Context: an optimization exercise on an open-source flow, tuned for small area and a short achievable clock period. The choices shown serve that exercise and are no tape-out recipe.
The RTL was checked by simulation tests, not by an equivalence proof against the original design.
Power is estimated from default activity; no workload was simulated.

==> flow/design.v <==
module ULA_FA (input a, input b, input c, output s, output co);
    assign s = a ^ b ^ c;
    assign co = (a & b) | (a & c) | (b & c);
endmodule
module ULA_HS (input a, input b, output s);
    assign s = ~(a ^ b);
endmodule
module ULA_HC (input a, input b, output co);
    assign co = a | b;
endmodule
module BLOCK_ULA_OPS #(
    parameter DATA_WIDTH = 8,
    parameter ADDR_WIDTH = 12,
    parameter ULA_WIDTH = 24
    ) (
        input clk,
        input [(ADDR_WIDTH-1):0] MUX_REG1_IN,                    
        input [(DATA_WIDTH-1):0] REG1_IN,
        input [(DATA_WIDTH-1):0] MUX_REG2_IN_0,  
        input [(ADDR_WIDTH-1):0] MUX_REG2_IN_1,  
        input [(ADDR_WIDTH-1):0] MUX_REG2_IN_2,  
        input [(DATA_WIDTH-1):0] REG2_IN,
        output wire [(ULA_WIDTH-1):0] ULA_OUT,
        output reg REG_COMP_OUT,
        output reg REG_OVERFLOW_OUT,
        input [1:0] SEL_MUX1,
        input [1:0] SEL_MUX2,
        input CTRL_REG_OP1, CTRL_REG_OP2,
        input CTRL_REG_OVERFLOW, CTRL_REG_COMP,
        input [3:0] SEL_ULA
    );
reg [(DATA_WIDTH-1):0] REG1_OUT, REG2_OUT;
    always @ (posedge clk)  
    begin
        if(CTRL_REG_OP1)
            REG1_OUT <= REG1_IN;
    end
    always @ (posedge clk)  
    begin
        if(CTRL_REG_OP2)
            REG2_OUT <= REG2_IN;
    end
    wire ahi = (SEL_MUX1 == 2'b01);
    wire [11:0] a12 = (SEL_MUX1 == 2'b00) ? 12'h000 :
                      (SEL_MUX1 == 2'b01) ? 12'hFFF :
                      (SEL_MUX1 == 2'b10) ? MUX_REG1_IN :
                                            {4'h0, REG1_OUT};
    wire [11:0] b12 = (SEL_MUX2 == 2'b00) ? MUX_REG2_IN_2 :
                      (SEL_MUX2 == 2'b01) ? MUX_REG2_IN_1 :
                      (SEL_MUX2 == 2'b10) ? {4'h0, MUX_REG2_IN_0} :
                                            {4'h0, REG2_OUT};
    wire op_mul = (SEL_ULA == 4'd2);
    wire mneg = op_mul & ahi;
    wire op_brow = (SEL_ULA == 4'd0) || (SEL_ULA == 4'd1) || (SEL_ULA == 4'd5) ||
                   (SEL_ULA == 4'd6) || (SEL_ULA == 4'd7) || (SEL_ULA == 4'd8);
    genvar gi, gj;
    wire mul_j = op_mul & (SEL_MUX1 == 2'b10);
    wire mul_r = op_mul & (SEL_MUX1 == 2'b11);
    wire [11:0] am = ({12{mul_j}} & MUX_REG1_IN) | ({12{mul_r}} & {4'h0, REG1_OUT}) |
                     {11'h000, op_brow};
    reg [3:0] tt_e, tt_o;
    reg cin;
    always @* begin
        cin = 1'b0;
        tt_e = 4'b0000;
        case (SEL_ULA)
            4'd0, 4'd4:  tt_e = 4'b1100;                    
            4'd1:        begin tt_e = 4'b0011; cin = 1'b1; end  
            4'd2:        begin tt_e = {1'b0, mneg, 1'b0, mneg}; cin = mneg; end  
            4'd6:        tt_e = 4'b1111;
            4'd7:        cin = 1'b1;
            4'd12:       tt_e = 4'b0011;                    
            4'd13:       tt_e = 4'b1000;                    
            4'd14:       tt_e = 4'b1110;                    
            4'd15:       tt_e = 4'b0110;                    
            default:     tt_e = 4'b0000;
        endcase
        tt_o = (SEL_ULA == 4'd8) ? 4'b1111 : tt_e;
    end
    wire [11:0] x;
    generate for (gi = 0; gi < 12; gi = gi + 1) begin : g_x
        wire [3:0] tt = gi[0] ? tt_o : tt_e;
        assign x[gi] = (tt[3] & a12[gi] & b12[gi]) | (tt[2] & a12[gi] & ~b12[gi]) |
                       (tt[1] & ~a12[gi] & b12[gi]) | (tt[0] & ~a12[gi] & ~b12[gi]);
    end endgenerate
    wire hf = ((SEL_ULA == 4'd0) || (SEL_ULA == 4'd4) || (SEL_ULA == 4'd14) || (SEL_ULA == 4'd15)) ? ahi :
              ((SEL_ULA == 4'd1) || (SEL_ULA == 4'd12)) ? ~ahi :
              (SEL_ULA == 4'd6) || mneg;
    wire ha = (SEL_ULA == 4'd8);
    wire [23:12] h = {12{hf}} | ({12{ha}} & 12'hAAA);
    wire [11:0] ppn [0:11];
    generate for (gi = 0; gi < 12; gi = gi + 1) begin : g_pp
        for (gj = 0; gj < 12; gj = gj + 1) begin : g_ppj
            if (gj == 1 && gi < 11)
                assign ppn[gi][gj] = ~((b12[gi] & am[gj]) | x[gi + 1]);
            else if (gj == 11 && gi > 0)
                assign ppn[gi][gj] = ~((b12[gi] & am[gj]) | h[gi + 11]);
            else
                assign ppn[gi][gj] = ~(b12[gi] & am[gj]);
        end
    end endgenerate
    wire [11:0] xn = ~x;
    wire cinn = ~cin;
    wire hn23 = ~h[23];
    wire ts_1, tc_2, ts_3, tc_4, ts_5, tc_6, ts_7, tc_8, ts_9, tc_10, ts_11, tc_12, ts_13, tc_14, ts_15, tc_16, ts_17, tc_18, ts_19, tc_20, ts_21, tc_22, ts_23, tc_24, ts_25, tc_26, ts_27, tc_28, ts_29, tc_30, ts_31, tc_32, ts_33, tc_34, ts_35, tc_36, ts_37, tc_38, ts_39, tc_40, ts_43, tc_44, ts_45, tc_46, ts_49, tc_50, ts_51, tc_52, ts_55, tc_56, ts_57, tc_58, ts_61, tc_62, ts_63, tc_64, ts_65, tc_66, ts_67, tc_68, ts_69, tc_70, ts_71, tc_72, ts_73, tc_74, ts_75, tc_76, ts_77, tc_78, ts_79, tc_80, ts_81, tc_82, ts_83, tc_84, ts_85, tc_86, ts_87, tc_88, ts_89, tc_90, ts_91, tc_92, ts_95, tc_96, ts_99, tc_100, ts_103, tc_104, ts_105, tc_106, ts_107, tc_108, ts_109, tc_110, ts_111, tc_112, ts_113, tc_114, ts_115, tc_116, ts_117, tc_118, ts_119, tc_120, ts_121, tc_122, ts_123, tc_124, ts_125, tc_126, ts_127, tc_128, ts_129, tc_130, ts_131, tc_132, ts_133, tc_134, ts_135, tc_136, ts_137, tc_138, ts_139, tc_140, ts_141, tc_142, ts_143, tc_144, ts_145, tc_146, ts_147, tc_148, ts_149, tc_150, ts_151, tc_152, ts_153, tc_154, ts_155, tc_156, ts_157, tc_158, ts_159, tc_160, ts_161, tc_162, ts_163, tc_164, ts_165, tc_166, ts_167, tc_168, ts_169, tc_170, ts_171, tc_172, ts_173, tc_174, ts_175, tc_176, ts_177, tc_178, ts_179, tc_180, ts_181, tc_182, ts_185, tc_186, ts_193, tc_194, ts_195, tc_196, ts_197, tc_198, ts_199, tc_200, ts_201, tc_202, ts_203, tc_204, ts_205, tc_206, ts_207, tc_208, ts_209, tc_210, ts_211, tc_212, ts_213, tc_214, ts_215, tc_216, ts_217, tc_218, ts_219, tc_220, ts_221, tc_222, ts_223, tc_224, ts_41, tc_42, ts_47, tc_48, ts_53, tc_54, ts_59, tc_60, ts_93, tc_94, ts_97, tc_98, ts_101, tc_102, ts_183, tc_184, ts_187, tc_188, ts_189, tc_190, ts_191, tc_192;
    ULA_FA fa0 (.a(ppn[0][9]), .b(ppn[1][8]), .c(ppn[2][7]), .s(ts_1), .co(tc_2));
    ULA_FA fa1 (.a(ppn[0][10]), .b(ppn[1][9]), .c(ppn[2][8]), .s(ts_3), .co(tc_4));
    ULA_FA fa2 (.a(ppn[3][7]), .b(ppn[4][6]), .c(ppn[5][5]), .s(ts_5), .co(tc_6));
    ULA_FA fa3 (.a(ppn[0][11]), .b(ppn[1][10]), .c(ppn[2][9]), .s(ts_7), .co(tc_8));
    ULA_FA fa4 (.a(ppn[3][8]), .b(ppn[4][7]), .c(ppn[5][6]), .s(ts_9), .co(tc_10));
    ULA_FA fa5 (.a(ppn[6][5]), .b(ppn[7][4]), .c(ppn[8][3]), .s(ts_11), .co(tc_12));
    ULA_FA fa6 (.a(ppn[2][10]), .b(ppn[3][9]), .c(ppn[4][8]), .s(ts_13), .co(tc_14));
    ULA_FA fa7 (.a(ppn[5][7]), .b(ppn[6][6]), .c(ppn[7][5]), .s(ts_15), .co(tc_16));
    ULA_FA fa8 (.a(ppn[8][4]), .b(ppn[9][3]), .c(ppn[10][2]), .s(ts_17), .co(tc_18));
    ULA_FA fa9 (.a(ppn[3][10]), .b(ppn[4][9]), .c(ppn[5][8]), .s(ts_19), .co(tc_20));
    ULA_FA fa10 (.a(ppn[6][7]), .b(ppn[7][6]), .c(ppn[8][5]), .s(ts_21), .co(tc_22));
    ULA_FA fa11 (.a(ppn[4][10]), .b(ppn[5][9]), .c(ppn[6][8]), .s(ts_23), .co(tc_24));
    ULA_FA fa12 (.a(ppn[0][6]), .b(ppn[1][5]), .c(ppn[2][4]), .s(ts_25), .co(tc_26));
    ULA_FA fa13 (.a(ppn[0][7]), .b(ppn[1][6]), .c(ppn[2][5]), .s(ts_27), .co(tc_28));
    ULA_FA fa14 (.a(ppn[3][4]), .b(ppn[4][3]), .c(ppn[5][2]), .s(ts_29), .co(tc_30));
    ULA_FA fa15 (.a(ppn[0][8]), .b(ppn[1][7]), .c(ppn[2][6]), .s(ts_31), .co(tc_32));
    ULA_FA fa16 (.a(ppn[3][5]), .b(ppn[4][4]), .c(ppn[5][3]), .s(ts_33), .co(tc_34));
    ULA_FA fa17 (.a(ppn[6][2]), .b(ppn[8][0]), .c(ppn[7][1]), .s(ts_35), .co(tc_36));
    ULA_FA fa18 (.a(ppn[3][6]), .b(ppn[4][5]), .c(ppn[5][4]), .s(ts_37), .co(tc_38));
    ULA_FA fa19 (.a(ppn[6][3]), .b(ppn[7][2]), .c(ppn[9][0]), .s(ts_39), .co(tc_40));
    ULA_FA fa20 (.a(ppn[6][4]), .b(ppn[7][3]), .c(ppn[8][2]), .s(ts_43), .co(tc_44));
    ULA_FA fa21 (.a(ppn[10][0]), .b(ppn[9][1]), .c(tc_2), .s(ts_45), .co(tc_46));
    ULA_FA fa22 (.a(ppn[9][2]), .b(ppn[11][0]), .c(ppn[10][1]), .s(ts_49), .co(tc_50));
    ULA_FA fa23 (.a(tc_4), .b(tc_6), .c(ts_7), .s(ts_51), .co(tc_52));
    ULA_FA fa24 (.a(ppn[11][1]), .b(ppn[1][11]), .c(tc_8), .s(ts_55), .co(tc_56));
    ULA_FA fa25 (.a(tc_10), .b(tc_12), .c(ts_13), .s(ts_57), .co(tc_58));
    ULA_FA fa26 (.a(ppn[9][4]), .b(ppn[10][3]), .c(ppn[11][2]), .s(ts_61), .co(tc_62));
    ULA_FA fa27 (.a(ppn[2][11]), .b(tc_14), .c(tc_16), .s(ts_63), .co(tc_64));
    ULA_FA fa28 (.a(tc_18), .b(ts_19), .c(ts_21), .s(ts_65), .co(tc_66));
    ULA_FA fa29 (.a(ppn[7][7]), .b(ppn[8][6]), .c(ppn[9][5]), .s(ts_67), .co(tc_68));
    ULA_FA fa30 (.a(ppn[10][4]), .b(ppn[11][3]), .c(ppn[3][11]), .s(ts_69), .co(tc_70));
    ULA_FA fa31 (.a(tc_20), .b(tc_22), .c(ts_23), .s(ts_71), .co(tc_72));
    ULA_FA fa32 (.a(ppn[5][10]), .b(ppn[6][9]), .c(ppn[7][8]), .s(ts_73), .co(tc_74));
    ULA_FA fa33 (.a(ppn[8][7]), .b(ppn[9][6]), .c(ppn[10][5]), .s(ts_75), .co(tc_76));
    ULA_FA fa34 (.a(ppn[11][4]), .b(ppn[4][11]), .c(tc_24), .s(ts_77), .co(tc_78));
    ULA_FA fa35 (.a(ppn[6][10]), .b(ppn[7][9]), .c(ppn[8][8]), .s(ts_79), .co(tc_80));
    ULA_FA fa36 (.a(ppn[9][7]), .b(ppn[10][6]), .c(ppn[11][5]), .s(ts_81), .co(tc_82));
    ULA_FA fa37 (.a(ppn[7][10]), .b(ppn[8][9]), .c(ppn[9][8]), .s(ts_83), .co(tc_84));
    ULA_FA fa38 (.a(ppn[0][4]), .b(ppn[1][3]), .c(ppn[2][2]), .s(ts_85), .co(tc_86));
    ULA_FA fa39 (.a(ppn[0][5]), .b(ppn[1][4]), .c(ppn[2][3]), .s(ts_87), .co(tc_88));
    ULA_FA fa40 (.a(ppn[3][2]), .b(ppn[5][0]), .c(ppn[4][1]), .s(ts_89), .co(tc_90));
    ULA_FA fa41 (.a(ppn[3][3]), .b(ppn[4][2]), .c(ppn[6][0]), .s(ts_91), .co(tc_92));
    ULA_FA fa42 (.a(ppn[7][0]), .b(ppn[6][1]), .c(tc_26), .s(ts_95), .co(tc_96));
    ULA_FA fa43 (.a(tc_28), .b(tc_30), .c(ts_31), .s(ts_99), .co(tc_100));
    ULA_FA fa44 (.a(tc_32), .b(tc_34), .c(tc_36), .s(ts_103), .co(tc_104));
    ULA_FA fa45 (.a(ts_37), .b(ts_39), .c(ts_41), .s(ts_105), .co(tc_106));
    ULA_FA fa46 (.a(tc_38), .b(tc_40), .c(ts_43), .s(ts_107), .co(tc_108));
    ULA_FA fa47 (.a(ts_45), .b(tc_42), .c(ts_47), .s(ts_109), .co(tc_110));
    ULA_FA fa48 (.a(tc_44), .b(ts_49), .c(tc_46), .s(ts_111), .co(tc_112));
    ULA_FA fa49 (.a(tc_48), .b(ts_51), .c(ts_53), .s(ts_113), .co(tc_114));
    ULA_FA fa50 (.a(tc_50), .b(ts_55), .c(tc_52), .s(ts_115), .co(tc_116));
    ULA_FA fa51 (.a(tc_54), .b(ts_57), .c(ts_59), .s(ts_117), .co(tc_118));
    ULA_FA fa52 (.a(ts_61), .b(tc_56), .c(tc_58), .s(ts_119), .co(tc_120));
    ULA_FA fa53 (.a(tc_60), .b(ts_63), .c(ts_65), .s(ts_121), .co(tc_122));
    ULA_FA fa54 (.a(tc_62), .b(ts_67), .c(ts_69), .s(ts_123), .co(tc_124));
    ULA_FA fa55 (.a(tc_64), .b(tc_66), .c(ts_71), .s(ts_125), .co(tc_126));
    ULA_FA fa56 (.a(tc_68), .b(tc_70), .c(ts_73), .s(ts_127), .co(tc_128));
    ULA_FA fa57 (.a(ts_75), .b(ts_77), .c(tc_72), .s(ts_129), .co(tc_130));
    ULA_FA fa58 (.a(ppn[5][11]), .b(tc_74), .c(tc_76), .s(ts_131), .co(tc_132));
    ULA_FA fa59 (.a(ts_79), .b(ts_81), .c(tc_78), .s(ts_133), .co(tc_134));
    ULA_FA fa60 (.a(ppn[10][7]), .b(ppn[11][6]), .c(ppn[6][11]), .s(ts_135), .co(tc_136));
    ULA_FA fa61 (.a(tc_80), .b(tc_82), .c(ts_83), .s(ts_137), .co(tc_138));
    ULA_FA fa62 (.a(ppn[8][10]), .b(ppn[9][9]), .c(ppn[10][8]), .s(ts_139), .co(tc_140));
    ULA_FA fa63 (.a(ppn[11][7]), .b(ppn[7][11]), .c(tc_84), .s(ts_141), .co(tc_142));
    ULA_FA fa64 (.a(ppn[9][10]), .b(ppn[10][9]), .c(ppn[11][8]), .s(ts_143), .co(tc_144));
    ULA_FA fa65 (.a(ppn[0][3]), .b(ppn[1][2]), .c(ppn[3][0]), .s(ts_145), .co(tc_146));
    ULA_FA fa66 (.a(ppn[4][0]), .b(ppn[3][1]), .c(ts_85), .s(ts_147), .co(tc_148));
    ULA_FA fa67 (.a(tc_86), .b(ts_87), .c(ts_89), .s(ts_149), .co(tc_150));
    ULA_FA fa68 (.a(tc_88), .b(tc_90), .c(ts_91), .s(ts_151), .co(tc_152));
    ULA_FA fa69 (.a(tc_92), .b(ts_95), .c(tc_94), .s(ts_153), .co(tc_154));
    ULA_FA fa70 (.a(tc_96), .b(tc_98), .c(ts_99), .s(ts_155), .co(tc_156));
    ULA_FA fa71 (.a(tc_100), .b(ts_103), .c(tc_102), .s(ts_157), .co(tc_158));
    ULA_FA fa72 (.a(tc_104), .b(ts_107), .c(tc_106), .s(ts_159), .co(tc_160));
    ULA_FA fa73 (.a(tc_108), .b(ts_111), .c(tc_110), .s(ts_161), .co(tc_162));
    ULA_FA fa74 (.a(tc_112), .b(ts_115), .c(tc_114), .s(ts_163), .co(tc_164));
    ULA_FA fa75 (.a(tc_116), .b(ts_119), .c(tc_118), .s(ts_165), .co(tc_166));
    ULA_FA fa76 (.a(ts_123), .b(tc_120), .c(tc_122), .s(ts_167), .co(tc_168));
    ULA_FA fa77 (.a(tc_124), .b(ts_127), .c(ts_129), .s(ts_169), .co(tc_170));
    ULA_FA fa78 (.a(tc_128), .b(ts_131), .c(ts_133), .s(ts_171), .co(tc_172));
    ULA_FA fa79 (.a(ts_135), .b(tc_132), .c(ts_137), .s(ts_173), .co(tc_174));
    ULA_FA fa80 (.a(tc_136), .b(ts_139), .c(ts_141), .s(ts_175), .co(tc_176));
    ULA_FA fa81 (.a(ppn[8][11]), .b(tc_140), .c(ts_143), .s(ts_177), .co(tc_178));
    ULA_FA fa82 (.a(ppn[10][10]), .b(ppn[11][9]), .c(ppn[9][11]), .s(ts_179), .co(tc_180));
    ULA_FA fa83 (.a(ppn[0][0]), .b(xn[0]), .c(cinn), .s(ts_181), .co(tc_182));
    ULA_FA fa84 (.a(ppn[0][2]), .b(ppn[2][0]), .c(ppn[1][1]), .s(ts_185), .co(tc_186));
    ULA_FA fa85 (.a(tc_150), .b(ts_151), .c(ts_93), .s(ts_193), .co(tc_194));
    ULA_FA fa86 (.a(tc_152), .b(ts_97), .c(ts_153), .s(ts_195), .co(tc_196));
    ULA_FA fa87 (.a(ts_101), .b(tc_154), .c(ts_155), .s(ts_197), .co(tc_198));
    ULA_FA fa88 (.a(tc_156), .b(ts_105), .c(ts_157), .s(ts_199), .co(tc_200));
    ULA_FA fa89 (.a(tc_158), .b(ts_109), .c(ts_159), .s(ts_201), .co(tc_202));
    ULA_FA fa90 (.a(ts_113), .b(tc_160), .c(ts_161), .s(ts_203), .co(tc_204));
    ULA_FA fa91 (.a(ts_117), .b(tc_162), .c(ts_163), .s(ts_205), .co(tc_206));
    ULA_FA fa92 (.a(ts_121), .b(tc_164), .c(ts_165), .s(ts_207), .co(tc_208));
    ULA_FA fa93 (.a(ts_125), .b(tc_166), .c(ts_167), .s(ts_209), .co(tc_210));
    ULA_FA fa94 (.a(tc_126), .b(tc_168), .c(ts_169), .s(ts_211), .co(tc_212));
    ULA_FA fa95 (.a(tc_130), .b(ts_171), .c(tc_170), .s(ts_213), .co(tc_214));
    ULA_FA fa96 (.a(tc_134), .b(ts_173), .c(tc_172), .s(ts_215), .co(tc_216));
    ULA_FA fa97 (.a(tc_138), .b(ts_175), .c(tc_174), .s(ts_217), .co(tc_218));
    ULA_FA fa98 (.a(tc_142), .b(ts_177), .c(tc_176), .s(ts_219), .co(tc_220));
    ULA_FA fa99 (.a(tc_144), .b(ts_179), .c(tc_178), .s(ts_221), .co(tc_222));
    ULA_FA fa100 (.a(ppn[11][10]), .b(ppn[10][11]), .c(tc_180), .s(ts_223), .co(tc_224));
    ULA_HS ha0s (.a(ppn[8][1]), .b(ts_1), .s(ts_41));
    ULA_HC ha0c (.a(ppn[8][1]), .b(ts_1), .co(tc_42));
    ULA_HS ha1s (.a(ts_3), .b(ts_5), .s(ts_47));
    ULA_HC ha1c (.a(ts_3), .b(ts_5), .co(tc_48));
    ULA_HS ha2s (.a(ts_9), .b(ts_11), .s(ts_53));
    ULA_HC ha2c (.a(ts_9), .b(ts_11), .co(tc_54));
    ULA_HS ha3s (.a(ts_15), .b(ts_17), .s(ts_59));
    ULA_HC ha3c (.a(ts_15), .b(ts_17), .co(tc_60));
    ULA_HS ha4s (.a(ppn[5][1]), .b(ts_25), .s(ts_93));
    ULA_HC ha4c (.a(ppn[5][1]), .b(ts_25), .co(tc_94));
    ULA_HS ha5s (.a(ts_27), .b(ts_29), .s(ts_97));
    ULA_HC ha5c (.a(ts_27), .b(ts_29), .co(tc_98));
    ULA_HS ha6s (.a(ts_33), .b(ts_35), .s(ts_101));
    ULA_HC ha6c (.a(ts_33), .b(ts_35), .co(tc_102));
    ULA_HS ha7s (.a(ppn[1][0]), .b(ppn[0][1]), .s(ts_183));
    ULA_HC ha7c (.a(ppn[1][0]), .b(ppn[0][1]), .co(tc_184));
    ULA_HS ha8s (.a(ppn[2][1]), .b(ts_145), .s(ts_187));
    ULA_HC ha8c (.a(ppn[2][1]), .b(ts_145), .co(tc_188));
    ULA_HS ha9s (.a(tc_146), .b(ts_147), .s(ts_189));
    ULA_HC ha9c (.a(tc_146), .b(ts_147), .co(tc_190));
    ULA_HS ha10s (.a(tc_148), .b(ts_149), .s(ts_191));
    ULA_HC ha10c (.a(tc_148), .b(ts_149), .co(tc_192));
    wire [23:0] row1 = {(hn23), tc_224, tc_222, tc_220, tc_218, tc_216, tc_214, tc_212, tc_210, tc_208, tc_206, tc_204, tc_202, tc_200, tc_198, tc_196, tc_194, tc_192, tc_190, tc_188, tc_186, tc_184, tc_182, ts_181};
    wire [23:0] row2 = {1'b1, ppn[11][11], ts_223, ts_221, ts_219, ts_217, ts_215, ts_213, ts_211, ts_209, ts_207, ts_205, ts_203, ts_201, ts_199, ts_197, ts_195, ts_193, ts_191, ts_189, ts_187, ts_185, ts_183, 1'b1};
    wire [23:0] cp = row1 ^ row2;
    wire [23:0] cg = row1 & row2;
    wire ag1 = cg[1] | (cp[1] & (cg[0] | cp[0]));
    wire ag2 = cg[2] | (cp[2] & ag1);
    wire ag3 = cg[3] | (cp[3] & ag2);
    wire ag4 = cg[4] | (cp[4] & ag3);
    wire ag5 = cg[6] | (cp[6] & cg[5]);
    wire ap5 = cp[6] & cp[5];
    wire ag6 = cg[8] | (cp[8] & cg[7]);
    wire ap6 = cp[8] & cp[7];
    wire ag7 = cg[10] | (cp[10] & cg[9]);
    wire ap7 = cp[10] & cp[9];
    wire ag8 = cg[12] | (cp[12] & cg[11]);
    wire ap8 = cp[12] & cp[11];
    wire ag9 = cg[14] | (cp[14] & cg[13]);
    wire ap9 = cp[14] & cp[13];
    wire ag10 = cg[16] | (cp[16] & cg[15]);
    wire ap10 = cp[16] & cp[15];
    wire ag11 = cg[18] | (cp[18] & cg[17]);
    wire ap11 = cp[18] & cp[17];
    wire ag12 = cg[20] | (cp[20] & cg[19]);
    wire ap12 = cp[20] & cp[19];
    wire ag13 = cg[22] | (cp[22] & cg[21]);
    wire ap13 = cp[22] & cp[21];
    wire ag14 = ag5 | (ap5 & ag4);
    wire ag15 = ag7 | (ap7 & ag6);
    wire ap15 = ap7 & ap6;
    wire ag16 = ag9 | (ap9 & ag8);
    wire ap16 = ap9 & ap8;
    wire ag17 = ag11 | (ap11 & ag10);
    wire ap17 = ap11 & ap10;
    wire ag18 = ag13 | (ap13 & ag12);
    wire ap18 = ap13 & ap12;
    wire ag19 = ag15 | (ap15 & ag14);
    wire ag20 = ag17 | (ap17 & ag16);
    wire ap20 = ap17 & ap16;
    wire ag21 = ag20 | (ap20 & ag19);
    wire ag22 = ag16 | (ap16 & ag19);
    wire ag23 = ag18 | (ap18 & ag21);
    wire ag24 = ag6 | (ap6 & ag14);
    wire ag25 = ag8 | (ap8 & ag19);
    wire ag26 = ag10 | (ap10 & ag22);
    wire ag27 = ag12 | (ap12 & ag21);
    wire ag28 = cg[5] | (cp[5] & ag4);
    wire ag29 = cg[7] | (cp[7] & ag14);
    wire ag30 = cg[9] | (cp[9] & ag24);
    wire ag31 = cg[11] | (cp[11] & ag19);
    wire ag32 = cg[13] | (cp[13] & ag25);
    wire ag33 = cg[15] | (cp[15] & ag22);
    wire ag34 = cg[17] | (cp[17] & ag26);
    wire ag35 = cg[19] | (cp[19] & ag21);
    wire ag36 = cg[21] | (cp[21] & ag27);
    wire ag37 = cg[23] | (cp[23] & ag23);
    wire [23:0] res;
    assign res[0] = cp[0];
    assign res[1] = ~(cp[1] ^ (cg[0] | cp[0]));
    assign res[2] = ~(cp[2] ^ ag1);
    assign res[3] = ~(cp[3] ^ ag2);
    assign res[4] = ~(cp[4] ^ ag3);
    assign res[5] = ~(cp[5] ^ ag4);
    assign res[6] = ~(cp[6] ^ ag28);
    assign res[7] = ~(cp[7] ^ ag14);
    assign res[8] = ~(cp[8] ^ ag29);
    assign res[9] = ~(cp[9] ^ ag24);
    assign res[10] = ~(cp[10] ^ ag30);
    assign res[11] = ~(cp[11] ^ ag19);
    assign res[12] = ~(cp[12] ^ ag31);
    assign res[13] = ~(cp[13] ^ ag25);
    assign res[14] = ~(cp[14] ^ ag32);
    assign res[15] = ~(cp[15] ^ ag22);
    assign res[16] = ~(cp[16] ^ ag33);
    assign res[17] = ~(cp[17] ^ ag26);
    assign res[18] = ~(cp[18] ^ ag34);
    assign res[19] = ~(cp[19] ^ ag21);
    assign res[20] = ~(cp[20] ^ ag35);
    assign res[21] = ~(cp[21] ^ ag27);
    assign res[22] = ~(cp[22] ^ ag36);
    assign res[23] = ~(cp[23] ^ ag23);
    assign ULA_OUT = res;
    wire [12:0] blt, bgt;
    assign blt[0] = 1'b0;
    assign bgt[0] = 1'b0;
    generate for (gi = 0; gi < 12; gi = gi + 1) begin : g_cmp
        assign blt[gi + 1] = (~b12[gi] & a12[gi]) | (~b12[gi] & blt[gi]) | (a12[gi] & blt[gi]);
        assign bgt[gi + 1] = (b12[gi] & ~a12[gi]) | (b12[gi] & bgt[gi]) | (~a12[gi] & bgt[gi]);
    end endgenerate
    wire comp = (SEL_ULA == 4'd9)  ? (~ahi & ~blt[12] & ~bgt[12]) :
                (SEL_ULA == 4'd10) ? (ahi | blt[12]) :
                (SEL_ULA == 4'd11) ? (~ahi & bgt[12]) :
                1'b0;
    wire ovf = ((SEL_ULA == 4'd0) || (SEL_ULA == 4'd2)) && (|ULA_OUT[23:8]);
    always @ (posedge clk)   
    begin
        if(CTRL_REG_COMP)
            REG_COMP_OUT <= comp;
    end
    always @ (posedge clk)  
    begin
        if(CTRL_REG_OVERFLOW)
            REG_OVERFLOW_OUT <= ovf;
    end
endmodule
==> flow/flow/run.sh <==
#!/bin/bash
# The standard layout, with the port buffers that buffer_ports inserts made
# sky130_fd_sc_hd__buf_2 instead of the cell it picks on its own.
set -euo pipefail
bash standard.sh BUFFER_PORTS_ARGS="-buffer_cell sky130_fd_sc_hd__buf_2" finish > standard_make.log 2>&1
==> flow/standard.sh <==
#!/bin/bash
# synth_recipe.tcl (not shown) runs the flow's synth.tcl, then flattens the netlist and writes it again
# the make line also repeats each setting of config.mk as NAME=value (left out here)
make -C /OpenROAD-flow-scripts/flow DESIGN_CONFIG=/design/flow/config.mk WORK_HOME=/design/flow/orfs CLKGATE_MAP_FILE= SYNTH_SCRIPT=/design/flow/synth_recipe.tcl "${@:-finish}"
==> flow/config.mk <==
export PLATFORM = sky130hd
export DESIGN_NAME = BLOCK_ULA_OPS
export DESIGN_NICKNAME = BLOCK_ULA_OPS
export VERILOG_FILES = /design/flow/design.v
export SDC_FILE = /design/flow/constraint.sdc
export NUM_CORES = 4
export LEC_CHECK = 0
export CAP_MARGIN = 20
export CORE_MARGIN = 2
export CORE_UTILIZATION = 65
export PLACE_DENSITY = 0.75
export SLEW_MARGIN = 20
export SYNTH_HIERARCHICAL = 1
==> flow/constraint.sdc <==
create_clock -name core_clock -period 11.0 [get_ports {clk}]
set_input_delay 2.2000 -clock core_clock [delete_from_list [all_inputs] [get_ports {clk}]]
set_output_delay 2.2000 -clock core_clock [all_outputs]
set_load 0.01 [all_outputs]
==> results of run 1 <==
==> cell families (layout without fill, tap and decap cells) <==
group,count (synthesis),after routing
AO/OA/AOI/OAI,122,122
XOR/XNOR,20,20
adder cells (fa/ha/maj),137,137
buffers and inverters,68,154
flip-flops,18,18
multiplexers,26,26
AND/OR/NAND/NOR,239,239
==> flip-flops by register name, summed over array words and instances (netlist names) <==
name	count
REG1_OUT	8
REG2_OUT	8
REG_COMP_OUT	1
REG_OVERFLOW_OUT	1
==> layout make-up <==
| class | instances | share of cell area, % |
|---|---|---|
| timing repair buffer | 119 | 10.1 |
| tap | 108 | 2.11 |
| multi-input combinational | 544 | 76.9 |
| clock inverter | 1 | 0.0585 |
| inverter | 31 | 1.81 |
| sequential | 18 | 8.42 |
| clock buffer | 3 | 0.643 |
==> synth_stat cells (all sizes together), types with 2 or more instances <==
cell	instances
nand2	152
fa	113
a21oi	44
nor2	32
clkbuf	31
inv	31
o21ai	22
ha	19
edfxtp	18
mux2i	16
xnor2	16
a21o	15
or2	15
a221oi	11
nand2b	11
mux4	10
buf	6
nand3	6
maj3	5
nor2b	5
a22oi	4
and2	4
nor3	4
o22ai	4
xor2	4
a211oi	3
nor4	3
a2111oi	2
a21boi	2
and3	2
nand4	2
o211ai	2
o22a	2
o31a	2
==> tightest hold or removal path, stage by stage, from the launching register on <==
cell and delay [ns]:
edfxtp_1 0.37, o21ai_0 0.20, maj3_2 0.37, o211ai_2 0.06
a21oi_1 0.07, o32ai_1 0.18
==> modules after synthesis, one instance, submodules excluded <==
module,copies in the design,area [um2],cells,flops+latches
ULA_HS,11,8.76,1,0
ULA_HC,11,6.26,1,0
ULA_FA,101,20.0,1,0
BLOCK_ULA_OPS,1,3550,507,18
==> how the worst max path moves through the flow <==
| stage | endpoint | slack, ns | cells after the start |
|---|---|---|---|
| final | ULA_OUT[21] | 0.48 | 24 |
| after global routing | ULA_OUT[22] | 0.03 | 20 |
| after CTS | ULA_OUT[22] | 0.34 | 22 |
| after detailed placement | ULA_OUT[22] | 0.35 | 22 |
| after global placement | ULA_OUT[21] | 0.59 | 22 |
| after floorplan | ULA_OUT[22] | 0.80 | 20 |
==> layer usage <==
| layer | GRT usage, % | share of wire (%) | vias up |
|---|---|---|---|
| met4 | 15.3 | 4.1 | 0 |
| met1 | 44.4 | 38 | 2568 |
| met5 | 0 | 0 | - |
| met3 | 4.51 | 7.8 | 67 |
| li1 | - | - | 2301 |
| met2 | 59.9 | 50 | 293 |
==> repair_timing <==
item                       in CTS  in global routing
hold buffers                    0                  0
buffers inserted                0                  0
gates resized for setup         0                  4
setup endpoints to repair       0                  6
==> metrics by stage <==
step	cells	area, um2
5_1_grt	824	6420
2_1_floorplan	630	5740
6_report	824	6420
3_3_place_gp	820	6360
3_5_place_dp	820	6360
4_1_cts	824	6410
==> power groups by stage <==
stage	registers [uW]	logic, uW	clock network [uW]
3_5_place_dp	85.0	326	0
5_1_grt	84.0	366	47.6
6_report	83.6	331	45.0
2_1_floorplan	84.5	224	0
3_3_place_gp	84.9	320	0
4_1_cts	83.6	328	46.2
==> metrics.cfg, run 1 <==
[global_routing]
grtUsageTotal_pct = 34.8
antenna_found_initial = 0
gr-total-overflow = 0
first_global_vias = 5658
grt_max_degree = 19
grt_pass1_wl_um = 26400

[sta]
grt_setup_unrepaired = no
hold_viol = 0
slew_headroom_pct = 54.0
hold_ws_ns = 1.40
report.final.slew_viol_count = 0
fin_skew_ns = 0.00141
finalCritPeriodShare_pct = 95.7
timing.fmax_ghz = 0.0950
post-route-min-period_ns = 10.52
max_slew.worst_pin.slew_ns = 0.688
fin_ws_ns = 0.477
fin_tns_setup_ns = 0
setup_viol = 0

[synthesis]
synth_top_family_by_area = adder cells
synth_area_leader_cell = fa_1
synth-simple-area-share_pct = 17.9
synth_xor_area_share_pct = 3.05
synth-seq-area-share_pct = 9.42
ys.flop_type = edfxtp_1
muxShareOfSynthArea_pct = 6.72
yosys-top-cells-area = fa_1 (39%), nand2_1 (9.9%), edfxtp_1 (9.4%)
syn_area_per_cell_um2 = 9.10
synth_compound_area_share_pct = 13.6
synth_cell_type_count = 52
syn_nets = 835
async_flop_share_pct = 0
synth_top_area_share_pct = 39.4
synth_cells = 630
synth-adder-area-share_pct = 44.6
synth_edf_count = 18
ys_ff_latch = 18
synth_warnings = 7
synth.cell_area_um2 = 5740

[layout]
regArea_um2 = 541
antenna_cells = 0
final_common_cell = nand2_1
mostFrequentLayoutCells = nand2_1 (152), fa_1 (113), buf_2 (98), a21oi_1 (44), nor2_1 (32)
drive_gt1_share_pct = 19.8
area_growth_pct = 11.9
fin_nets = 922
fill_cells = 642
multi_input_area_um2 = 4930
utilization_pct = 74.3

[worst_hold_path]
min_to = REG_COMP_OUT
hold_depth = 5
min-delay-path-class = flop to flop
worstHoldStart = REG1_OUT[7]

[power_and_ir_drop]
power_frac_comb_pct = 72.0
vdd.ir_drop.worst_v = 0.0000896
p_total_uw = 459
powerDensity_nw_per_um2 = 71.5
clockPowerShare_pct = 9.8
leakage_uw = 0.00215
intPower_uw = 241
p_seq_share_pct = 18.2
p_sw_uw = 219
sw_frac_of_total_pct = 47.6

[drt]
drc = 0
drtPass1Iterations = 5
wl_per_cell_um = 19.5
viasPerCell = 6.35
drt_iter0_drc = 354
routed_wl_um = 16000
routed-via-count = 5229
antenna_left = 0

[die]
fp.dieArea_um2 = 9590
row_count = 34
die_w_um = 97.9
coreArea_um2 = 8640
io_pins = 99
start_util_pct = 66.4
dieHeight_um = 97.9

[clocking]
clkSinkCount = 18
cts_made_buffers = 3
cts_tree = yes
clock_latency_ns = 0.25
cts-root-buf = clkbuf_8
h-tree-depth = 1
cts.path.max_buffers = 2
cts.clk_slew.worst_paths_ns = 0.06

[setup_path]
critPathKind = input port to output pin
setup.worst_path.start = SEL_MUX1[1]
worstSetupEndpointType = output pin
reg2reg_depth = 17
cp_slowest_cell = a2111oi_1
r2r_slack_ns = 4.14
start_kind = input port
path_cells = buf_2 -> nor2b_1 -> nor2_1 -> o22a_1 -> o21ai_1 -> nand2b_1 -> mux2i_1 -> nor2_1 -> a221oi_1 -> fa_1 -> fa_1 -> fa_1 -> fa_1 -> ha_1 -> o21ai_0 -> nand2b_1 -> a21oi_1 -> a2111oi_1 -> o21ai_0 -> nand2b_1 -> a21o_1 -> fa_1 -> inv_1 -> buf_2
max_stage_delay_ns = 0.66
worstPathArrival_ns = 8.32
cpMostUsedCell = fa_1
worstReg2RegEnd = REG_OVERFLOW_OUT
path_buf_inv = 3
critPathMaxFanout = 16
r2r-start = REG2_OUT[1]
required_ns = 8.80
cpLargestDelayFamily = adder cells

[placement]
routabilityCongestion = 0.966
hpwl_um = 12700
port_buffers = 98
dpl_worst_slack_ns = 0.349

[job]
maxCapViolCount = 0

[status]
status = finished clean

==> run 2, diff against run 1 <==
==> flow/flow/run.sh (replaced) <==
#!/bin/bash
# The standard layout, with the port buffers that buffer_ports inserts made
# sky130_fd_sc_hd__buf_1 instead of the cell it picks on its own.
set -euo pipefail
bash standard.sh BUFFER_PORTS_ARGS="-buffer_cell sky130_fd_sc_hd__buf_1" finish > standard_make.log 2>&1
--- a/flow/config.mk
+++ b/flow/config.mk
@@ -10,2 +10,4 @@
 export CORE_UTILIZATION = 65
+export CTS_BUF_LIST = sky130_fd_sc_hd__clkbuf_4
+export CTS_CLUSTER_SIZE = 30
 export PLACE_DENSITY = 0.75
==> metrics.cfg, run 2 <==
[setup_path]
r2r_slack_ns = 4.09
worstPathArrival_ns = 8.34
reg2reg_depth = 17
critPathMaxFanout = 6
critPathKind = input port to output pin
worstSetupEndpointType = output pin
start_kind = input port
required_ns = 8.80

[layout]
antenna_cells = 0
fill_cells = 678
drive_gt1_share_pct = 7.43
mostFrequentLayoutCells = nand2_1 (152), fa_1 (113), buf_1 (98), a21oi_1 (43)
final_common_cell = nand2_1
largestRegisters = REG1_OUT x8, REG2_OUT x8
fin_nets = 933
regArea_um2 = 541
area_growth_pct = 10.8
multi_input_area_um2 = 4930

[placement]
hpwl_um = 12700
port_buffers = 98
routabilityCongestion = 0.958

[synthesis]
synth_commonest_cells = nand2_1 (152), fa_1 (113), a21oi_1 (44), nor2_1 (32)
synth-seq-area-share_pct = 9.42
ys.flop_type = edfxtp_1
ys_ff_latch = 18
synth_top_area_share_pct = 39.4
synth_cell_type_count = 52
syn_nets = 835
syn_area_per_cell_um2 = 9.10
synth.cell_area_um2 = 5740
synth_warnings = 7
synth_area_leader_cell = fa_1
yosys-top-cells-area = fa_1 (39%), nand2_1 (9.9%), edfxtp_1 (9.4%)
synth_edf_count = 18
synth.most_common_cell = nand2_1
async_flop_share_pct = 0
synth_cells = 630

[power_and_ir_drop]
leakage_uw = 0.00191
vdd.ir_drop.worst_v = 0.0000928
powerDensity_nw_per_um2 = 69.2

[drt]
antenna_left = 0
drc = 0
viasPerCell = 6.24
drt_iter0_drc = 350
routed_wl_um = 15500
wl_per_cell_um = 18.6
routed-via-count = 5210
drtPass1Iterations = 5

[clocking]
cts-root-buf = clkbuf_4
clkSinkCount = 18
cts_setup_buffers = 0
cts.path.max_buffers = 2
clock_latency_ns = 0.29
cts_made_buffers = 3
cts.clk_slew.worst_paths_ns = 0.10
h-tree-depth = 1
cts_tree = yes

[worst_hold_path]
min-delay-path-class = flop to flop
hold_depth = 6

[global_routing]
first_global_vias = 5521
gr-total-overflow = 0
grt_pass1_wl_um = 25900
grtUsageTotal_pct = 33.9
antenna_found_initial = 0
grt_max_degree = 18

[sta]
finalCritPeriodShare_pct = 95.8
max_slew.worst_pin.slew_ns = 0.624
fin_tns_setup_ns = 0
post-route-min-period_ns = 10.54
report.final.slew_viol_count = 0
fin_skew_ns = 0.00280
setup_viol = 0
hold_ws_ns = 1.35
slew_headroom_pct = 58.2
timing.fmax_ghz = 0.0948
hold_viol = 0
grt_setup_unrepaired = no

[job]
maxCapViolCount = 0

[die]
coreArea_um2 = 8640
fp.dieArea_um2 = 9590
row_count = 34
start_util_pct = 66.4
die_w_um = 97.9
dieHeight_um = 97.9
io_pins = 99

[status]
status = finished clean

[run 2: per-layer routing]
| metal | track usage, % | vias to the layer above | wire (um) |
|---|---|---|---|
| met1 | 43.6 | 2517 | 5630 |
| met4 | 15.8 | 0 | 666 |
| li1 | - | 2315 | - |
| met2 | 58.5 | 319 | 7720 |
| met5 | 0 | - | 0 |
| met3 | 3.15 | 59 | 1480 |
[run 2: per-module statistics from Yosys, one instance, submodules excluded]
module / flip-flops and latches / times used
ULA_HS: 0 / 11
BLOCK_ULA_OPS: 18 / 1
ULA_HC: 0 / 11
ULA_FA: 0 / 101
[run 2: worst max-delay path, stage by stage]
cell	delay (ns)
buf_1	0.11
nor2b_1	0.36
nor2_1	0.15
a221oi_1	0.55
inv_1	0.20
nand2_1	0.22
mux2i_1	0.11
nor2_1	0.11
a221oi_1	0.07
fa_1	0.49
fa_1	0.45
fa_1	0.59
fa_1	0.42
ha_1	0.33
a2111oi_1	0.48
a2111oi_1	0.20
o21ai_0	0.27
nand2b_1	0.08
a21o_1	0.19
fa_1	0.37
xnor2_1	0.21
buf_1	0.18
[run 2: area by class of cell]
type	count	share of cell area, %
clock buffer	3	0.354
clock inverter	1	0.0591
inverter	31	1.83
multi-input combinational	544	77.6
sequential	18	8.51
tap	108	2.13
timing repair buffer	130	9.57
[run 2: what timing repair did]
action                                  CTS  global route
hold buffers                              0             0
resized for setup                         0             3
hold endpoints to repair                  0             0
endpoints found under the setup margin    0             4
[run 2: logic make-up (layout without fill, tap and decap cells)]
family | Yosys count | after routing | share of synthesized area, %
adders and majority gates | 137 | 137 | 44.6
DFF | 18 | 18 | 9.42
xor gates and xnor gates | 20 | 20 | 3.05
buffers and inverters | 68 | 165 | 4.76
and+or+nand+nor | 239 | 239 | 17.9
muxes | 26 | 26 | 6.72
AOI/OAI and AO/OA | 122 | 122 | 13.6
[run 2: power breakdown]
part           total (uW)  switching (uW)  internal (uW)
combinational         324             197            126
sequential           83.5            2.12           81.3
clock                32.9            19.7           13.2
total                 440             219            221
[run 2: metrics by stage]
step | cells | power (uW) | setup WS (ns) | instance area (um2) | utilization (%)
6_report | 835 | 440 | 0.457 | 6350 | 73.6
5_1_grt | 835 | 479 | 0.0195 | 6350 | 73.6
4_1_cts | 835 | 438 | 0.365 | 6350 | 73.5
3_5_place_dp | 831 | 404 | 0.374 | 6320 | 73.2
3_3_place_gp | 831 | 397 | 0.540 | 6320 | 73.2
2_1_floorplan | 630 | 308 | 0.797 | 5740 | -
[run 2: final timing paths]
| check | start | endpoint |
|---|---|---|
| worst max register to register | REG2_OUT[1] | REG_OVERFLOW_OUT |
| worst min register to register | REG1_OUT[5] | REG_COMP_OUT |
| worst max-delay path | SEL_MUX1[1] | ULA_OUT[22] |
| worst min-delay path | REG1_OUT[5] | REG_COMP_OUT |
==> run 3, diff against run 2 <==
--- a/flow/config.mk
+++ b/flow/config.mk
@@ -10,4 +10,2 @@
 export CORE_UTILIZATION = 65
-export CTS_BUF_LIST = sky130_fd_sc_hd__clkbuf_4
-export CTS_CLUSTER_SIZE = 30
 export PLACE_DENSITY = 0.75
==> metrics.cfg, run 3 <==
[sta]
timing.fmax_ghz = 0.0952
finalCritPeriodShare_pct = 95.5
max_slew.worst_pin.slew_ns = 0.628
setup_viol = 0
report.final.slew_viol_count = 0
fin_skew_ns = 0.00113
fin_ws_ns = 0.493
fin_tns_setup_ns = 0
slew_headroom_pct = 57.9
hold_viol = 0
grt_setup_unrepaired = no
post-route-min-period_ns = 10.51

[synthesis]
syn_area_per_cell_um2 = 9.10
syn_nets = 835
synth_cells = 630
ys_ff_latch = 18
synth_cell_type_count = 52
synth-seq-area-share_pct = 9.42
ys.flop_type = edfxtp_1
yosys-top-cells-area = fa_1 (39%), nand2_1 (9.9%), edfxtp_1 (9.4%)
synth_top_area_share_pct = 39.4
synth_warnings = 7
synth_edf_count = 18
async_flop_share_pct = 0
synth.most_common_cell = nand2_1
synth_area_leader_cell = fa_1
synth_commonest_cells = nand2_1 (152), fa_1 (113), a21oi_1 (44), nor2_1 (32)
synth.cell_area_um2 = 5740

[drt]
drc = 0
antenna_left = 0
drtPass1Iterations = 5
routed-via-count = 5200
routed_wl_um = 15500
wl_per_cell_um = 18.6
viasPerCell = 6.23
drt_iter0_drc = 322

[die]
dieHeight_um = 97.9
start_util_pct = 66.4
die_w_um = 97.9
io_pins = 99
fp.dieArea_um2 = 9590
coreArea_um2 = 8640
row_count = 34

[setup_path]
critPathMaxFanout = 6
worstSetupEndpointType = output pin
worstPathArrival_ns = 8.31
start_kind = input port
worstReg2RegEnd = REG_OVERFLOW_OUT
required_ns = 8.80
r2r-start = REG2_OUT[1]
crit_end = ULA_OUT[22]
r2r_slack_ns = 4.12
reg2reg_depth = 17
critPathKind = input port to output pin
path_cells = buf_1 -> nor2b_1 -> nor2_1 -> a221oi_1 -> inv_1 -> nand2_1 -> mux2i_1 -> nor2_1 -> a221oi_1 -> fa_1 -> fa_1 -> fa_1 -> fa_1 -> ha_1 -> a2111oi_1 -> a2111oi_1 -> o21ai_0 -> nand2b_1 -> a21o_1 -> fa_1 -> xnor2_1 -> buf_1
cpMostUsedCell = fa_1
setup.worst_path.start = SEL_MUX1[1]
cp_slowest_cell = fa_1
max_stage_delay_ns = 0.59

[power_and_ir_drop]
vdd.ir_drop.worst_v = 0.000104
leakage_uw = 0.00192
powerDensity_nw_per_um2 = 71.1

[clocking]
cts-hold-fix-buffers = 0
cts_made_buffers = 3
cts_tree = yes
cts.path.max_buffers = 2
cts.clk_slew.worst_paths_ns = 0.07
clkSinkCount = 18
clock_latency_ns = 0.25
h-tree-depth = 1
cts-root-buf = clkbuf_8

[worst_hold_path]
hold_depth = 6
min-delay-path-class = flop to flop

[placement]
routabilityCongestion = 0.958
hpwl_um = 12700
dpl_worst_slack_ns = 0.374
port_buffers = 98

[global_routing]
grt_max_degree = 18
grtUsageTotal_pct = 34.0
gr-total-overflow = 0
antenna_found_initial = 0
grt_pass1_wl_um = 25900
first_global_vias = 5521

[layout]
area_growth_pct = 11.1
drive_gt1_share_pct = 7.43
final_common_cell = nand2_1
mostFrequentLayoutCells = nand2_1 (152), fa_1 (113), buf_1 (98), a21oi_1 (43)
fill_cells = 675
fin_nets = 933
largestRegisters = REG1_OUT x8, REG2_OUT x8
antenna_cells = 0

[status]
status = finished clean

[job]
maxCapViolCount = 0

[run 3: cell count changes in the layout (fill, tap and decap cells not counted)]
cell      previous run  this run
clkbuf_4             3         0
clkbuf_8             0         3
[run 3: layout make-up]
| cell class | instances | area, um2 | share of cell area, % |
|---|---|---|---|
| flip-flops and latches | 18 | 541 | 8.48 |
| well taps | 108 | 135 | 2.12 |
| repair buffers | 130 | 608 | 9.54 |
| clock inverters | 1 | 3.75 | 0.0589 |
| multi-input cells | 544 | 4930 | 77.3 |
| inverters | 31 | 116 | 1.83 |
| clock buffers | 3 | 41.3 | 0.648 |
[run 3: cell families after synthesis]
| logic type | after synthesis | share of synthesized area (%) |
|---|---|---|
| AOI/OAI and AO/OA | 122 | 13.6 |
| xor gates and xnor gates | 20 | 3.05 |
| adders and majority gates | 137 | 44.6 |
| buffers and inverters | 68 | 4.76 |
| DFF | 18 | 9.42 |
| muxes | 26 | 6.72 |
| and+or+nand+nor | 239 | 17.9 |
[run 3: Yosys stat by module, one instance, submodules excluded]
module / times used / flops+latches
ULA_HC: 11 / 0
ULA_HS: 11 / 0
ULA_FA: 101 / 0
BLOCK_ULA_OPS: 1 / 18
[run 3: power breakdown]
group	internal, uW	switching (uW)	leakage (uW)
combinational	126	197	0.00172
clock	24.8	21.5	0.0000231
sequential	81.5	2.12	0.000177
total	233	221	0.00192
[run 3: repair_timing]
item	in CTS	in global routing
gates resized for setup	0	3
endpoints found under the hold margin	0	0
setup buffers	0	0
endpoints found under the setup margin	0	4
[run 3: critical path: cells and delay by family]
kind / cells / cell delay [ns]
multiplexers: 1 / 0.11
buffers and inverters: 3 / 0.48
XOR/XNOR: 1 / 0.21
AO/OA/AOI/OAI: 6 / 1.75
AND/OR/NAND/NOR: 5 / 0.90
adder cells (fa/ha/maj): 6 / 2.64
[run 3: worst min path at each step]
stage	slack [ns]	startpoint	endpoint
after floorplan	1.03	REG1_OUT[7]	REG_COMP_OUT
after global placement	1.30	REG1_OUT[7]	REG_COMP_OUT
after detailed placement	1.31	REG1_OUT[7]	REG_COMP_OUT
after CTS	1.33	REG1_OUT[5]	REG_COMP_OUT
after global routing	1.46	REG1_OUT[3]	REG_COMP_OUT
final	1.35	REG1_OUT[5]	REG_COMP_OUT
[run 3: per-layer routing]
| metal | up-vias | wire length (um) | global-route usage, % |
|---|---|---|---|
| met1 | 2508 | 5870 | 43.5 |
| met2 | 312 | 7670 | 58.7 |
| li1 | 2315 | - | - |
| met5 | - | 0 | 0 |
| met4 | 0 | 747 | 16.1 |
| met3 | 65 | 1200 | 3.01 |
[run 3: through the flow]
step / hold slack (ns) / std cells / power [uW] / cell area (um2) / utilization (%)
2_1_floorplan: 1.03 / 630 / 308 / 5740 / -
3_3_place_gp: 1.30 / 831 / 397 / 6320 / 73.2
3_5_place_dp: 1.31 / 831 / 404 / 6320 / 73.2
4_1_cts: 1.33 / 835 / 452 / 6370 / 73.7
5_1_grt: 1.46 / 835 / 493 / 6370 / 73.8
6_report: 1.35 / 835 / 453 / 6370 / 73.8
==> run 4, diff against run 3 <==
--- a/flow/config.mk
+++ b/flow/config.mk
@@ -9,4 +9,4 @@
 export CORE_MARGIN = 2
-export CORE_UTILIZATION = 65
-export PLACE_DENSITY = 0.75
+export CORE_UTILIZATION = 75
+export PLACE_DENSITY = 0.85
 export SLEW_MARGIN = 20
==> metrics.cfg, run 4 <==
[global_routing]
grt_max_degree = 19
antenna_found_initial = 0
grtUsageTotal_pct = 44.0
first_global_vias = 6048
grt_pass1_wl_um = 28800
gr-total-overflow = 0

[synthesis]
syn_area_per_cell_um2 = 9.10
yosys-top-cells-area = fa_1 (39%), nand2_1 (9.9%), edfxtp_1 (9.4%)
synth.cell_area_um2 = 5740
synth_edf_count = 18
synth.most_common_cell = nand2_1
async_flop_share_pct = 0
ys.flop_type = edfxtp_1
synth_area_leader_cell = fa_1
synth_cells = 630
syn_nets = 835
synth-seq-area-share_pct = 9.42
ys_ff_latch = 18
synth_top_area_share_pct = 39.4
synth_cell_type_count = 52
synth_warnings = 7
synth_commonest_cells = nand2_1 (152), fa_1 (113), a21oi_1 (44), nor2_1 (32)

[worst_hold_path]
min-delay-path-class = flop to flop
hold_depth = 7

[sta]
report.final.slew_viol_count = 0
fin_skew_ns = 0.00627
hold_ws_ns = 1.24
setup_viol = 0
timing.fmax_ghz = 0.0938
grt_setup_unrepaired = no
fin_ws_ns = 0.340
hold_viol = 0
slew_headroom_pct = 40.0
post-route-min-period_ns = 10.66
fin_tns_setup_ns = 0
max_slew.worst_pin.slew_ns = 0.897
finalCritPeriodShare_pct = 96.9

[drt]
routed-via-count = 5665
wl_per_cell_um = 21.1
drc = 0
drt_iter0_drc = 637
drtPass1Iterations = 6
routed_wl_um = 17500
antenna_left = 0
viasPerCell = 6.83

[layout]
final_common_cell = nand2_1
drive_gt1_share_pct = 8.08
antenna_cells = 0
mostFrequentLayoutCells = nand2_1 (152), fa_1 (113), buf_1 (98), a21oi_1 (43), buf_4 (35)
largestRegisters = REG1_OUT x8, REG2_OUT x8
area_growth_pct = 11.5
final_cells = 829
fin_nets = 936

[clocking]
cts_setup_buffers = 0
h-tree-depth = 1
cts-hold-fix-buffers = 0
cts_made_buffers = 3
cts-root-buf = clkbuf_8
cts.clk_slew.worst_paths_ns = 0.07
clkSinkCount = 18
cts.path.max_buffers = 2
clock_latency_ns = 0.26
cts_tree = yes

[setup_path]
cp.depth = 22
cp_slowest_cell = fa_1
required_ns = 8.80
cpMostUsedCell = fa_1
max_stage_delay_ns = 0.58
path_cells = buf_1 -> nor2b_1 -> nor2_1 -> a221oi_1 -> inv_1 -> nand2_1 -> mux2i_1 -> nor2_1 -> a221oi_1 -> fa_1 -> fa_1 -> fa_1 -> fa_1 -> ha_1 -> a2111oi_2 -> a2111oi_2 -> o21ai_0 -> nand2b_1 -> a21o_1 -> fa_1 -> xnor2_1 -> buf_1
worstPathArrival_ns = 8.46
reg2reg_depth = 19
critPathMaxFanout = 6
start_kind = input port
worstSetupEndpointType = output pin
critPathKind = input port to output pin
path_buf_inv = 3
cpLargestDelayFamily = adder cells

[power_and_ir_drop]
p_seq_share_pct = 17.7
p_sw_uw = 238
clockPowerShare_pct = 10.3
sw_frac_of_total_pct = 50.2
leakage_uw = 0.00193
p_total_uw = 474
vdd.ir_drop.worst_v = 0.0000951
powerDensity_nw_per_um2 = 74.1
intPower_uw = 236
power_frac_comb_pct = 72.0

[die]
coreArea_um2 = 7330
die_w_um = 91.5
row_count = 31
dieHeight_um = 91.5
io_pins = 99
fp.dieArea_um2 = 8360
start_util_pct = 78.2

[placement]
routabilityCongestion = 1.05
hpwl_um = 14200
port_buffers = 98
dp.cells = 825
dpl_worst_slack_ns = 0.106

[status]
status = finished clean

[job]
maxCapViolCount = 0

==> run 4: cell families after synthesis <==
kind of cell	synth area share, %
AND/OR/NAND/NOR	17.9
AO/OA/AOI/OAI	13.6
XOR/XNOR	3.05
adder cells (fa/ha/maj)	44.6
buffers and inverters	4.76
flip-flops	9.42
multiplexers	6.72
==> run 4: timing repair <==
action                                  CTS  global route
gates resized for setup                   0             5
endpoints found under the setup margin    0             4
endpoints found under the hold margin     0             0
==> run 4: final timing paths <==
path / start / endpoint / slack [ns]
worst max-delay path: SEL_MUX1[0] / ULA_OUT[22] / 0.34
worst min-delay path: REG1_OUT[5] / REG_COMP_OUT / 1.24
worst max register to register: REG2_OUT[0] / REG_OVERFLOW_OUT / 3.99
worst min register to register: REG1_OUT[5] / REG_COMP_OUT / 1.24
==> run 4: stage by stage <==
| stage | cell area, um2 | utilization, % |
|---|---|---|
| 2_1_floorplan | 5740 | - |
| 3_3_place_gp | 6330 | 86.4 |
| 3_5_place_dp | 6330 | 86.4 |
| 4_1_cts | 6380 | 87.0 |
| 5_1_grt | 6390 | 87.2 |
| 6_report | 6390 | 87.2 |
==> run 4: modules after synthesis, one instance, submodules excluded <==
module | area, um2 | flops+latches
BLOCK_ULA_OPS | 3550 | 18
ULA_FA | 20.0 | 0
ULA_HS | 8.76 | 0
ULA_HC | 6.26 | 0
==> run 4: cell type report <==
type,instances,area (um2)
Timing Repair Buffer,133,631
Inverter,31,116
Tap cell,99,124
Clock inverter,1,3.75
Multi-Input combinational cell,544,4940
Sequential cell,18,541
Clock buffer,3,41.3
Fill cell,372,936
==> run 4: layer usage <==
metal  global-route usage [%]  vias to the layer above  part of all wire [%]
met3                     8.38                      173                    12
met5                        0                        -                     0
met2                     73.7                      525                    48
met1                     52.2                     2643                    32
li1                         -                     2324                     -
met4                     27.8                        0                   7.8
==> run 4: power groups by stage <==
| stage | registers (uW) | logic (uW) | clock network (uW) |
|---|---|---|---|
| floorplan | 84.5 | 224 | 0 |
| global placement | 84.8 | 309 | 0 |
| detailed placement | 85.1 | 326 | 0 |
| CTS | 83.7 | 328 | 48.0 |
| global route | 84.1 | 372 | 50.1 |
| finish | 83.7 | 341 | 48.9 |
==> run 4: worst min-delay path, delay by kind of cell, from the launching register on <==
kind	cells	cell delay [ns]
AO/OA/AOI/OAI	4	0.43
flip-flops	1	0.36
AND/OR/NAND/NOR	2	0.17
buffers and inverters	1	0.16

port drivers added, routing unchanged:
How much do the figures lean on ideal ports? The routed layouts below were timed once more, with nothing changed but the port constraints. Step 1, drivers: a clkbuf_16 drives clk and a buf_2 each remaining input, both assumed. Step 2 also shifts input and output timing later by t, the mid clock arrival at the registers, as if the neighbouring blocks saw the same clock. Three values: no drivers, after step 1, after step 2; two values: the first two.
run | t (ns) | slack for setup (ns) | worst setup path at the end | latest minus earliest clock arrival (ns)
run 1 | 0.268 | 0.477 / 0.457 / 0.457 | input to output | 0.002 / 0.002
run 2 | 0.309 | 0.457 / 0.435 / 0.435 | input to output | 0.003 / 0.003
run 3 | 0.276 | 0.493 / 0.471 / 0.471 | input to output | 0.001 / 0.001
run 4 | 0.286 | 0.340 / 0.319 / 0.319 | input to output | 0.006 / 0.006
After both steps setup and hold are still met in every run listed.
